This is an optimization exercise on Yosys and OpenROAD, whose aim is small area, a short achievable clock period and few clock cycles per item, not a production implementation.
Function was checked by simulation only, so behaviour that the tests miss may differ from the original.
Power is estimated from default activity; no workload was simulated.

## median_filter
module median_filter #(
  parameter WIDTH = 8,
  parameter P_WIN = 5
) (
  input  logic [WIDTH*P_WIN*P_WIN-1:0]  filter_win_in,
  input  logic                          filter_in_vld,
  output logic                          filter_in_rdy,
  output logic [WIDTH-1:0]              filter_data_out,
  output logic                          filter_out_vld,
  input  logic                          filter_out_rdy,
  input  logic [5:0]                    r_mf_threshold,
  input  logic clk,
  input  logic rst_n
);
==> flow/config.mk <==
export PLATFORM = sky130hd
export DESIGN_NAME = median_filter
export DESIGN_NICKNAME = median_filter
export VERILOG_FILES = /design/flow/design.v
export SDC_FILE = /design/flow/constraint.sdc
export NUM_CORES = 4
export LEC_CHECK = 0
export CAP_MARGIN = 20
export CORE_MARGIN = 2
export CORE_UTILIZATION = 60
export CTS_BUF_LIST = sky130_fd_sc_hd__clkbuf_4 sky130_fd_sc_hd__clkbuf_8
export CTS_CLUSTER_SIZE = 20
export SETUP_SLACK_MARGIN = 3.0
export SLEW_MARGIN = 20
==> flow/constraint.sdc <==
create_clock -name core_clock -period 8.5 [get_ports {clk}]
set_input_delay 1.7000 -clock core_clock [delete_from_list [all_inputs] [get_ports {clk}]]
set_output_delay 1.7000 -clock core_clock [all_outputs]
set_load 0.01 [all_outputs]
standard.sh (not shown) runs the stock make flow with config.mk's settings and CLKGATE_MAP_FILE= SYNTH_SCRIPT=/design/flow/synth_recipe.tcl, a recipe that flattens the netlist after the stock synthesis.
==> flow/flow/run.sh <==
#!/bin/bash
# The standard layout (the standard.sh: standard synthesis, ORFS place, CTS and route),
# with one change: the port buffers that global placement inserts on every input and output
# are sky130_fd_sc_hd__buf_1 instead of the cell buffer_ports picks by default. The resizer
# may still upsize them later. make's full output goes to flow.log here.
set -euo pipefail
export BUFFER_PORTS_ARGS="-buffer_cell sky130_fd_sc_hd__buf_1"
bash standard.sh BUFFER_PORTS_ARGS="$BUFFER_PORTS_ARGS" finish > flow.log 2>&1
The baseline went through all stages and came out clean.
Testbench counts at the start, summed over its fixed seeds: cycles 3,232, items 3,200.
Edit:
==> flow/flow/run.sh (replaced) <==
#!/bin/bash
# The standard layout (the standard.sh: standard synthesis, ORFS place, CTS and route),
# with two changes: the port buffers that global placement inserts on every input and output
# are sky130_fd_sc_hd__buf_1 instead of the cell buffer_ports picks by default (the resizer
# may still upsize them), and clock tree synthesis uses larger sink clusters and no dummy
# loads. make's full output goes to flow.log here.
set -euo pipefail
bash standard.sh \
  BUFFER_PORTS_ARGS="-buffer_cell sky130_fd_sc_hd__buf_1" \
  CTS_ARGS="-sink_clustering_enable -repair_clock_nets -sink_clustering_size 24 -sink_clustering_max_diameter 100 -dont_use_dummy_load" \
  finish > flow.log 2>&1
--- a/flow/config.mk
+++ b/flow/config.mk
@@ -9,6 +9,4 @@
 export CORE_MARGIN = 2
 export CORE_UTILIZATION = 60
-export CTS_BUF_LIST = sky130_fd_sc_hd__clkbuf_4 sky130_fd_sc_hd__clkbuf_8
-export CTS_CLUSTER_SIZE = 20
 export SETUP_SLACK_MARGIN = 3.0
 export SLEW_MARGIN = 20
Setup slack degrades by 62 ps.
Die area is unchanged.
Global-route usage falls by 1.0 points.
Final area falls by 3.6%.
Routed wire length falls by 1.9%.
Edit:
==> flow/flow/run.sh (replaced) <==
#!/bin/bash
# The standard layout (the standard.sh: standard synthesis, ORFS place, CTS and route),
# with one change: the port buffers that global placement inserts on every input and output
# are sky130_fd_sc_hd__buf_1 instead of the cell buffer_ports picks by default. The resizer
# may still upsize them later. make's full output goes to flow.log here.
set -euo pipefail
export BUFFER_PORTS_ARGS="-buffer_cell sky130_fd_sc_hd__buf_1"
bash standard.sh BUFFER_PORTS_ARGS="$BUFFER_PORTS_ARGS" finish > flow.log 2>&1
--- a/flow/config.mk
+++ b/flow/config.mk
@@ -8,5 +8,5 @@
 export CAP_MARGIN = 20
 export CORE_MARGIN = 2
-export CORE_UTILIZATION = 60
+export CORE_UTILIZATION = 75
 export SETUP_SLACK_MARGIN = 3.0
 export SLEW_MARGIN = 20
Effect: The new run went through all stages and came out clean; routed wire length rises by about 12%; power grows by about 13%; via count increases by about 11%; cell count decreases by 0.65%; die area goes down by 20%; cell area rises by about 4%; global-route usage rose by 12 points; register-to-register slack gets worse by 70 ps; clock-buffer cell count went up by 29; flip-flop and latch count stays the same.
Edit:
--- a/flow/config.mk
+++ b/flow/config.mk
@@ -6,7 +6,8 @@
 export NUM_CORES = 4
 export LEC_CHECK = 0
+export ABC_AREA = 1
 export CAP_MARGIN = 20
 export CORE_MARGIN = 2
-export CORE_UTILIZATION = 75
+export CORE_UTILIZATION = 60
 export SETUP_SLACK_MARGIN = 3.0
 export SLEW_MARGIN = 20
- count of clock-buffer cells in the layout rises by 3
- design area shrinks slightly
- setup slack is better by 75 ps
- sequential power falls by a few percent
- hold slack is about the same
- cell count grows by about a fifth
- combinational power came out lower by a few percent
- power falls by a few percent
- critical path depth does not change
- via count went down by a few percent
- synthesized cell count is higher by about a fifth


Another version of the RTL of median_filter (not shown whole).
Size: ~2,400 cells after synthesis, ~22,000 um^2 of cells after synthesis.
Design median_filter, start of the top module:
module median_filter #(
  parameter WIDTH = 8,
  parameter P_WIN = 5
) (
  input  logic [WIDTH*P_WIN*P_WIN-1:0]  filter_win_in,
  input  logic                          filter_in_vld,
  output logic                          filter_in_rdy,
  output logic [WIDTH-1:0]              filter_data_out,
  output logic                          filter_out_vld,
  input  logic                          filter_out_rdy,
  input  logic [5:0]                    r_mf_threshold,
  input  logic clk,
  input  logic rst_n
);
localparam int LAT = 3;    
localparam int CAP = 4;    
localparam int CW  = 3;
wire acc = filter_in_vld & filter_in_rdy;
wire [4:0] rc0 = r_mf_threshold[5] ? 5'd0 : ~r_mf_threshold[4:0];
wire v0 = acc;
wire [7:0] e0_0 = filter_win_in[7:0];
wire [7:0] e0_1 = filter_win_in[15:8];
wire [7:0] e0_2 = filter_win_in[23:16];
wire [7:0] e0_3 = filter_win_in[31:24];
wire [7:0] e0_4 = filter_win_in[39:32];
wire [7:0] e0_5 = filter_win_in[47:40];
wire [7:0] e0_6 = filter_win_in[55:48];
wire [7:0] e0_7 = filter_win_in[63:56];
wire [7:0] e0_8 = filter_win_in[71:64];
wire [7:0] e0_9 = filter_win_in[79:72];
wire [7:0] e0_10 = filter_win_in[87:80];
wire [7:0] e0_11 = filter_win_in[95:88];
wire [7:0] e0_12 = filter_win_in[103:96];
wire [7:0] e0_13 = filter_win_in[111:104];
wire [7:0] e0_14 = filter_win_in[119:112];
wire [7:0] e0_15 = filter_win_in[127:120];
wire [7:0] e0_16 = filter_win_in[135:128];
wire [7:0] e0_17 = filter_win_in[143:136];
wire [7:0] e0_18 = filter_win_in[151:144];
wire [7:0] e0_19 = filter_win_in[159:152];
  ...
export LEC_CHECK = 0
export ABC_AREA = 1
export CAP_MARGIN = 20
export CORE_MARGIN = 2
export CORE_UTILIZATION = 55
export SETUP_SLACK_MARGIN = 3.6
export SLEW_MARGIN = 20
create_clock -name core_clock -period 8.5 [get_ports {clk}]
==> flow/flow/run.sh <==
#!/bin/bash
# The standard layout (the standard.sh: standard synthesis, ORFS place, CTS and route),
# with two changes: the port buffers that global placement inserts on every input and output
# are sky130_fd_sc_hd__buf_1 instead of the cell buffer_ports picks by default (the resizer
# may still upsize them), and clock tree synthesis uses larger sink clusters and no dummy
# loads. make's full output goes to flow.log here.
set -euo pipefail
bash standard.sh \
  BUFFER_PORTS_ARGS="-buffer_cell sky130_fd_sc_hd__buf_1" \
  CTS_ARGS="-sink_clustering_enable -repair_clock_nets -sink_clustering_size 24 -sink_clustering_max_diameter 100 -dont_use_dummy_load" \
  finish > flow.log 2>&1
Testbench counts at the start, summed over its fixed seeds: cycles 3,232, items 3,200.
Rerun with:
- CORE_UTILIZATION: 55 -> 70
- SETUP_SLACK_MARGIN: 3.6 -> 3.25
Result:
- non-clock buffer count falls by 9
- sequential cell count does not change
- clock power hardly moves
- area after synthesis stays the same
- maximum frequency falls by a few percent
- combinational power falls slightly
Rerun with:
- CORE_UTILIZATION: 70 -> 60
- SETUP_SLACK_MARGIN: 3.25 -> 3.8
Count of clock-buffer cells in the layout does not change.
Synthesized area is unchanged.
Non-clock buffer count rises by 33.
Worst setup slack improved by 0.31 ns.
Sequential share of layout area falls by 1.9 points.
Rerun with:
- SETUP_SLACK_MARGIN: 3.8 -> 4.0
The changed run went through all stages and came out clean.
Core utilization is higher by 0.85 points.
Setup slack loses 0.0050 ns.
Power rises by a few percent.
Die area is unchanged.
Clock power hardly moves.
Worst hold slack is about the same.
First-iteration DRC count climbs by roughly a tenth.
Rerun with:
- SETUP_SLACK_MARGIN: 4.0 -> 3.25
Result: The new run completed without violations; wire length falls by 7.9%; cell area falls by 6.1%; worst setup slack is worse by 0.32 ns; fmax falls by 6.3%; utilization falls by 4.3 points; cell count falls by 1.7%; clock-buffer cell count rises by 1; total power falls by 11%; via count falls by 3.5%; non-clock buffer count falls by 42.


RTL: one of the versions met above, not the one the previous note started from.
For scale: roughly 2,500 cells after synthesis, ~420 flip-flops, about 220 I/O pins, roughly 22,000 um^2 of cells after synthesis.
// median_filter
module median_filter #(
  parameter WIDTH = 8,
  parameter P_WIN = 5
) (
  input  logic [WIDTH*P_WIN*P_WIN-1:0]  filter_win_in,
  input  logic                          filter_in_vld,
  output logic                          filter_in_rdy,
  output logic [WIDTH-1:0]              filter_data_out,
  output logic                          filter_out_vld,
  input  logic                          filter_out_rdy,
  input  logic [5:0]                    r_mf_threshold,
  input  logic clk,
  input  logic rst_n
);
localparam int LAT = 3;    
localparam int CAP = 4;    
localparam int CW  = 3;
wire acc = filter_in_vld & filter_in_rdy;
wire [5:0] rc0 = ~r_mf_threshold;
wire v0 = acc;
wire [7:0] e0_0 = filter_win_in[7:0];
wire [7:0] e0_1 = filter_win_in[15:8];
wire [7:0] e0_2 = filter_win_in[23:16];
wire [7:0] e0_3 = filter_win_in[31:24];
wire [7:0] e0_4 = filter_win_in[39:32];
wire [7:0] e0_5 = filter_win_in[47:40];
wire [7:0] e0_6 = filter_win_in[55:48];
wire [7:0] e0_7 = filter_win_in[63:56];
wire [7:0] e0_8 = filter_win_in[71:64];
  ...
==> flow/config.mk <==
export PLATFORM = sky130hd
export DESIGN_NAME = median_filter
export DESIGN_NICKNAME = median_filter
export VERILOG_FILES = /design/flow/design.v
export SDC_FILE = /design/flow/constraint.sdc
export NUM_CORES = 4
export LEC_CHECK = 0
export ABC_AREA = 1
export CAP_MARGIN = 20
export CORE_MARGIN = 2
export CORE_UTILIZATION = 60
export SETUP_SLACK_MARGIN = 2.5
export SLEW_MARGIN = 20
==> flow/constraint.sdc <==
create_clock -name core_clock -period 8.5 [get_ports {clk}]
set_input_delay 1.7000 -clock core_clock [delete_from_list [all_inputs] [get_ports {clk}]]
set_output_delay 1.7000 -clock core_clock [all_outputs]
set_load 0.01 [all_outputs]
Scripts as last shown in full above: flow/flow/run.sh
The starting point completed without violations.
Testbench counts at the start, summed over its fixed seeds: cycles 3,232, items 3,200.
==> next run, changes <==
CORE_UTILIZATION = 50   (was 60)
SETUP_SLACK_MARGIN = 3.0   (was 2.5)
=>
- The new run completed without violations
- non-clock buffer count goes up by 2
- setup slack improved by 0.27 ns
- global-route usage falls by 4.2 points
- fmax climbs by 4.9%
- clock-buffer cell count does not change
- total power rose by 3.2%
- sequential power is about the same
- worst hold slack barely changes
- wire length climbs by 5.1%
==> next run, changes <==
==> flow/flow/run.sh (replaced) <==
#!/bin/bash
# The standard layout (the standard.sh: standard synthesis, ORFS place, CTS and route),
# with one change: the port buffers that global placement inserts on every input and output
# are sky130_fd_sc_hd__buf_1 instead of the cell buffer_ports picks by default. The resizer
# may still upsize them later. make's full output goes to flow.log here.
set -euo pipefail
export BUFFER_PORTS_ARGS="-buffer_cell sky130_fd_sc_hd__buf_1"
bash standard.sh BUFFER_PORTS_ARGS="$BUFFER_PORTS_ARGS" finish > flow.log 2>&1
ABC_AREA = not set   (was 1)
CORE_UTILIZATION = 60   (was 50)
SETUP_SLACK_MARGIN = 3.5   (was 3.0)
Non-clock buffer count grows by 78.
Register-to-register slack improved by 0.27 ns.
Worst hold slack gets better by 0.023 ns.
Via count grows by 1.1%.
Cell area rises by 9.7%.
Clock skew stays flat.
Clock-buffer cell count grows by 32.
Synthesized cell count goes down by 18%.
Combinational power goes up by 15%.
Setup slack is better by 0.26 ns.
Synthesized area drops by 1.3%.


median_filter, a different RTL version from the one above (not shown whole).
For scale: roughly 220 I/O pins, about 22000 um^2 of cells after synthesis.
export LEC_CHECK = 0
export ABC_AREA = 1
export CAP_MARGIN = 20
export CORE_MARGIN = 2
export CORE_UTILIZATION = 60
export SETUP_SLACK_MARGIN = 3.5
export SLEW_MARGIN = 20
create_clock -name core_clock -period 8.5 [get_ports {clk}]
==> flow/flow/run.sh <==
#!/bin/bash
# The standard layout (the standard.sh: standard synthesis, ORFS place, CTS and route),
# with two changes: the port buffers that global placement inserts on every input and output
# are sky130_fd_sc_hd__buf_1 instead of the cell buffer_ports picks by default (the resizer
# may still upsize them), and clock tree synthesis uses larger sink clusters and no dummy
# loads. make's full output goes to flow.log here.
set -euo pipefail
bash standard.sh \
  BUFFER_PORTS_ARGS="-buffer_cell sky130_fd_sc_hd__buf_1" \
  CTS_ARGS="-sink_clustering_enable -repair_clock_nets -sink_clustering_size 24 -sink_clustering_max_diameter 100 -dont_use_dummy_load" \
  finish > flow.log 2>&1
The baseline produced a clean layout.
Testbench counts at the start, summed over its fixed seeds: cycles 3,232, items 3,200.
Then changed:
--- a/flow/config.mk
+++ b/flow/config.mk
@@ -11,3 +11,3 @@
 export CORE_UTILIZATION = 60
-export SETUP_SLACK_MARGIN = 3.5
+export SETUP_SLACK_MARGIN = 3.25
 export SLEW_MARGIN = 20
Result: The changed run passed the timing, DRC and antenna checks. Wire length shrinks by a few percent. Area after synthesis does not change. Power shrinks by a few percent.
Then changed:
--- a/flow/config.mk
+++ b/flow/config.mk
@@ -11,3 +11,3 @@
 export CORE_UTILIZATION = 60
-export SETUP_SLACK_MARGIN = 3.25
+export SETUP_SLACK_MARGIN = 3.0
 export SLEW_MARGIN = 20
Result:
- clock-buffer cell count is unchanged
- area after synthesis does not change
- utilization came out lower by 0.68 points
- wire length goes down by 0.71%
- first-iteration DRC count is lower by 21%
- die area stays the same
- design area is lower by 1.0%
- via count went down by 0.78%
- total power drops by 1.1%
- clock skew stays flat
- fmax decreases by 2.8%
Then changed:
==> flow/flow/run.sh (replaced) <==
#!/bin/bash
# The standard layout (the standard.sh: standard synthesis, ORFS place, CTS and route),
# with one change: the port buffers that global placement inserts on every input and output
# are sky130_fd_sc_hd__buf_1 instead of the cell buffer_ports picks by default. The resizer
# may still upsize them later. make's full output goes to flow.log here.
set -euo pipefail
export BUFFER_PORTS_ARGS="-buffer_cell sky130_fd_sc_hd__buf_1"
bash standard.sh BUFFER_PORTS_ARGS="$BUFFER_PORTS_ARGS" finish > flow.log 2>&1
--- a/flow/config.mk
+++ b/flow/config.mk
@@ -7,3 +7,2 @@
 export LEC_CHECK = 0
-export ABC_AREA = 1
 export CAP_MARGIN = 20
What happened: The changed run finished clean. Worst setup slack gets worse by 0.18 ns. Worst hold slack gets better by 0.022 ns. Design area rose by 5.8%. Clock-buffer cell count rose by 28. Cell count fell by 13%. Power rose by 6.9%. Register-to-register slack gets worse by 0.27 ns. Non-clock buffer count rose by 13.


median_filter with an RTL version that a note above also has.
For scale: ~420 flip-flops, roughly 22000 µm² of cells after synthesis.
export LEC_CHECK = 0
export CAP_MARGIN = 20
export CORE_MARGIN = 2
export CORE_UTILIZATION = 60
export SETUP_SLACK_MARGIN = 3.0
export SLEW_MARGIN = 20
create_clock -name core_clock -period 8.5 [get_ports {clk}]
==> flow/flow/run.sh <==
#!/bin/bash
# The standard layout (the standard.sh: standard synthesis, ORFS place, CTS and route),
# with two changes: the port buffers that global placement inserts on every input and output
# are sky130_fd_sc_hd__buf_1 instead of the cell buffer_ports picks by default (the resizer
# may still upsize them), and clock tree synthesis uses larger sink clusters and no dummy
# loads. make's full output goes to flow.log here.
set -euo pipefail
bash standard.sh \
  BUFFER_PORTS_ARGS="-buffer_cell sky130_fd_sc_hd__buf_1" \
  CTS_ARGS="-sink_clustering_enable -repair_clock_nets -sink_clustering_size 32 -sink_clustering_max_diameter 140 -dont_use_dummy_load" \
  finish > flow.log 2>&1
The starting point completed with no timing, DRC or antenna violations.
Testbench counts at the start, summed over its fixed seeds: cycles 3,232, items 3,200.
Edit:
--- a/flow/flow/run.sh
+++ b/flow/flow/run.sh
@@ -8,4 +8,4 @@
 bash standard.sh \
   BUFFER_PORTS_ARGS="-buffer_cell sky130_fd_sc_hd__buf_1" \
-  CTS_ARGS="-sink_clustering_enable -repair_clock_nets -sink_clustering_size 32 -sink_clustering_max_diameter 140 -dont_use_dummy_load" \
+  CTS_ARGS="-sink_clustering_enable -repair_clock_nets -sink_clustering_size 24 -sink_clustering_max_diameter 100 -dont_use_dummy_load" \
   finish > flow.log 2>&1
Settings changed: ABC_AREA set to 1.
Final cell count came out higher by 16%.
Via count is higher by 6.4%.
Die area rose by 1.3%.
Sequential share of layout area barely changes.
Worst setup slack improves by 0.034 ns.
Clock-buffer cell count increases by 5.
Fmax rises by 0.64%.
Non-clock buffer count fell by 20.
Total power rises by 0.43%.

port drivers added, routing unchanged:
No port has a modelled driver above. Below, the same layouts with a new extraction and two added sets of constraints.
Step 1, drivers: a clkbuf_16 drives clk and a buf_2 each remaining input, both assumed.
Step 2, shift: input delay + t, output delay - t, t = (earliest + latest rising clock arrival at the registers) / 2. This alone moves slack from input paths to output paths.
a / b / c = ideal ports / drivers / drivers and shift; a / b = the first two.
| run | shift t [ns] | setup slack, ns | hold slack, ns | clock arrival spread, ns | slew at the worst register clock pin (ns) |
|---|---|---|---|---|---|
| the first run of note 1 | 0.677 | 3.095 / 3.103 / 2.432 | 0.316 / 0.316 / 0.316 | 0.043 / 0.043 | 0.07 / 0.07 |
| the second run of note 1 | 0.581 | 3.032 / 3.049 / 2.469 | 0.315 / 0.315 / 0.315 | 0.052 / 0.051 | 0.10 / 0.10 |
| the third run of note 1 | 0.611 | 3.042 / 3.044 / 2.433 | 0.315 / 0.315 / 0.315 | 0.023 / 0.023 | 0.07 / 0.07 |
| the fourth run of note 1 | 0.613 | 3.116 / 3.148 / 2.536 | 0.313 / 0.313 / 0.313 | 0.027 / 0.027 | 0.07 / 0.07 |
| the first run of note 2 | 0.589 | 3.619 / 3.632 / 3.043 | 0.318 / 0.318 / 0.318 | 0.037 / 0.037 | 0.10 / 0.10 |
| the second run of note 2 | 0.581 | 3.364 / 3.396 / 2.815 | 0.307 / 0.307 / 0.307 | 0.031 / 0.031 | 0.10 / 0.10 |
| the third run of note 2 | 0.595 | 3.670 / 3.672 / 3.076 | 0.321 / 0.321 / 0.321 | 0.026 / 0.027 | 0.10 / 0.10 |
| the fourth run of note 2 | 0.597 | 3.665 / 3.674 / 3.077 | 0.320 / 0.320 / 0.320 | 0.028 / 0.028 | 0.09 / 0.09 |
| the fifth run of note 2 | 0.591 | 3.340 / 3.372 / 2.781 | 0.326 / 0.326 / 0.326 | 0.067 / 0.067 | 0.10 / 0.10 |
| the first run of note 3 | 0.587 | 2.815 / 2.850 / 2.263 | 0.298 / 0.298 / 0.298 | 0.080 / 0.080 | 0.10 / 0.10 |
| the second run of note 3 | 0.591 | 3.082 / 3.117 / 2.526 | 0.298 / 0.298 / 0.298 | 0.033 / 0.034 | 0.10 / 0.10 |
| the third run of note 3 | 0.629 | 3.338 / 3.335 / 2.706 | 0.321 / 0.321 / 0.321 | 0.031 / 0.031 | 0.07 / 0.07 |
| the first run of note 4 | 0.597 | 3.470 / 3.474 / 2.877 | 0.321 / 0.321 / 0.321 | 0.040 / 0.039 | 0.10 / 0.10 |
| the second run of note 4 | 0.591 | 3.329 / 3.362 / 2.771 | 0.303 / 0.303 / 0.303 | 0.050 / 0.049 | 0.10 / 0.10 |
| the third run of note 4 | 0.593 | 3.179 / 3.213 / 2.620 | 0.298 / 0.298 / 0.298 | 0.052 / 0.052 | 0.10 / 0.10 |
| the fourth run of note 4 | 0.623 | 3.000 / 3.032 / 2.409 | 0.321 / 0.321 / 0.321 | 0.016 / 0.016 | 0.07 / 0.07 |
| the first run of note 5 | 0.579 | 3.085 / 3.063 / 2.485 | 0.305 / 0.305 / 0.305 | 0.061 / 0.061 | 0.12 / 0.12 |
| the second run of note 5 | 0.588 | 3.119 / 3.149 / 2.561 | 0.303 / 0.303 / 0.303 | 0.080 / 0.080 | 0.10 / 0.10 |
After both steps every run listed still meets setup and hold. For the first run of note 1, which loses most, drivers alone change the setup slack by +0.008 ns; drivers and shift together by -0.663 ns.
